From an optimization exercise on the open Yosys and OpenROAD flow, aimed at small area; shortcuts taken in it are not production practice. Only simulation tests tie the RTL to the original design; equivalence was not proved. No activity file was given, so power comes from the tool's default toggle rates.

run A:
Design game_core, start of the top module:
module game_core (
    input  logic        clk,
    input  logic        reset,
    input  logic [7:0]  keycode0,
    input  logic [7:0]  keycode1,
    output logic [9:0]  char_x,
    output logic [9:0]  char_y,
    output logic        ts_collide,
    output logic        bs_collide,
    output logic        left_collide,
    output logic        right_collide,
    output logic        bottom_collide,
    output logic [3:0]  char_state,
    output logic [3:0]  screen,
    output logic [10:0] background_number,
    output logic [3:0]  screen_state
);
For scale: ~66 I/O pins, about 4900 µm² of cells after synthesis.
==> flow/config.mk <==
export PLATFORM = sky130hd
export DESIGN_NAME = game_core
export DESIGN_NICKNAME = game_core
export VERILOG_FILES = /design/flow/design.v
export SDC_FILE = /design/flow/constraint.sdc
export NUM_CORES = 4
export LEC_CHECK = 0
export CAP_MARGIN = 20
export CORE_MARGIN = 2
export CORE_UTILIZATION = 25
export GPL_TIMING_DRIVEN = 0
export SLEW_MARGIN = 20
==> flow/constraint.sdc <==
create_clock -name core_clock -period 12.0 [get_ports {clk}]
set_input_delay 2.4000 -clock core_clock [delete_from_list [all_inputs] [get_ports {clk}]]
set_output_delay 2.4000 -clock core_clock [all_outputs]
set_load 0.01 [all_outputs]
standard.sh (not shown) runs the stock make flow with config.mk's settings and CLKGATE_MAP_FILE= SYNTH_SCRIPT=/design/flow/synth_recipe.tcl, a recipe that flattens the netlist after the stock synthesis.
==> flow/flow/run.sh <==
#!/bin/bash
# Own layout flow: the standard synthesis, then the combinational logic
# re-mapped for area by yosys/ABC (every flip-flop instance kept exactly as the
# standard synthesis made it), then the standard layout steps with the
# smallest port buffers and a clock tree without dummy loads.
set -euo pipefail
W=$(pwd)
R=$W/orfs/results/${FLOW_PLATFORM}/game_core/base
LIB=$FLOW_HOME/platforms/${FLOW_PLATFORM}/lib/sky130_fd_sc_hd__tt_025C_1v80.lib
YOSYS=$(command -v yosys || true)
[[ -n "$YOSYS" ]] || YOSYS=$FLOW_HOME/../tools/install/yosys/bin/yosys

# 1. standard synthesis
bash standard.sh synth > "$W/flow_synth.log" 2>&1
cp "$R/1_2_yosys.v" "$W/std_1_2_yosys.v"

# 2. re-map the combinational logic for area: twelve rounds of four ABC runs
#    (different seeds) in parallel; each round starts from the smallest
#    netlist so far. deepsyn stops after 30 steps without improvement (no
#    time limit), so the result does not depend on the machine's load.
remap() {  # remap IN TAG
  IN="$1" OUT="$W/remap_$2.v" LIB="$LIB" TOP="$FLOW_TOP" \
    ABC_SCRIPT="$W/remap_$2.abc" "$YOSYS" -c "$W/flow/remap.tcl" > "$W/flow_remap_$2.log" 2>&1
}
area() { awk '/Chip area/ {print $NF}' "$W/remap_$1.v.stat"; }
best_in="$W/std_1_2_yosys.v"
best_area=""
seed=0
for round in 1 2 3 4 5 6 7 8 9 10 11 12; do
  tags=""
  for k in 1 2 3 4; do
    seed=$((seed + 1))
    tag="${round}_${k}"
    if (( round == 1 && k % 2 )); then pre='dc2\n'; else pre=''; fi
    printf "strash\n${pre}&get -n\n&deepsyn -J 30 -S %s\n&put\ndch -f\namap\ntopo\n" "$seed" > "$W/remap_$tag.abc"
    remap "$best_in" "$tag" &
    tags="$tags $tag"
  done
  wait
  for tag in $tags; do
    a=$(area "$tag")
    echo "remap $tag: $a" >> "$W/flow_remap.log"
    if [[ -z "$best_area" ]] || awk -v a="$a" -v b="$best_area" 'BEGIN {exit !(a < b)}'; then
      best_in="$W/remap_$tag.v"
      best_area=$a
    fi
  done
done
echo "kept $best_in ($best_area)" >> "$W/flow_remap.log"

# 3. the rest of the standard layout, from the re-mapped netlist
cp "$best_in" "$R/1_2_yosys.v"
rm -f "$R/1_synth.odb" "$R/1_synth.sdc"
bash standard.sh BUFFER_PORTS_ARGS="-buffer_cell sky130_fd_sc_hd__buf_1" \
  CTS_ARGS="-sink_clustering_enable -sink_clustering_size 40 -sink_clustering_max_diameter 300 -repair_clock_nets -buf_list sky130_fd_sc_hd__clkbuf_8 -dont_use_dummy_load" \
  finish > "$W/flow_layout.log" 2>&1
Other scripts of this flow, unchanged in this note and not shown: flow/flow/remap.tcl
The inputs of run B differ from those of run A as listed below.
--- a/flow/flow/run.sh
+++ b/flow/flow/run.sh
@@ -16,6 +16,5 @@
 
-# 2. re-map the combinational logic for area: twelve rounds of four ABC runs
-#    (different seeds) in parallel; each round starts from the smallest
-#    netlist so far. deepsyn stops after 30 steps without improvement (no
-#    time limit), so the result does not depend on the machine's load.
+# 2. re-map the combinational logic for area: five rounds of four ABC runs
+#    (different seeds and mappers) in parallel; each round starts from the
+#    smallest netlist so far
 remap() {  # remap IN TAG
@@ -28,3 +27,3 @@
 seed=0
-for round in 1 2 3 4 5 6 7 8 9 10 11 12; do
+for round in 1 2 3 4 5; do
   tags=""
@@ -34,3 +33,4 @@
     if (( round == 1 && k % 2 )); then pre='dc2\n'; else pre=''; fi
-    printf "strash\n${pre}&get -n\n&deepsyn -J 30 -S %s\n&put\ndch -f\namap\ntopo\n" "$seed" > "$W/remap_$tag.abc"
+    if (( round > 1 && k > 2 )); then map='map -a'; else map='amap'; fi
+    printf "strash\n${pre}&get -n\n&deepsyn -T 60 -S %s\n&put\ndch -f\n${map}\ntopo\n" "$seed" > "$W/remap_$tag.abc"
     remap "$best_in" "$tag" &
Notes after the runs:
- Across run B and run A, the outcome is the same: a clean finish for every run.
- Shortest period the worst path allows in run B is 300 ps lower than in run A
- Internal power contribution went down by more than 10% going from run A to run B.
- The lower sequential group power of run B and run A is in run B.
- Sort run B and run A by width of the die, ascending, and run A comes first.

separate check: timing with driven ports:
Ports are ideal in the flow. The routed layouts listed here were re-timed in OpenROAD. Step 1: set_driving_cell puts a clkbuf_16 on clk and a buf_2 on each other input, an assumption about the parent block. Step 2 also shifts input and output timing later by t, the mid clock arrival at the registers, as if the neighbouring blocks saw the same clock. Slacks: ideal ports / drivers / drivers and shift; pairs: ideal ports / drivers.
run	t (ns)	setup WS [ns]	hold WS [ns]	worst setup path after step 2	worst data-port slew with drivers (ns)
run A	0.359	3.501 / 3.465 / 3.824	0.470 / 0.470 / 0.470	register to output	0.03
run B	0.324	3.806 / 3.773 / 4.097	0.476 / 0.476 / 0.476	register to output	0.03
After both steps setup and hold are still met in every run listed.
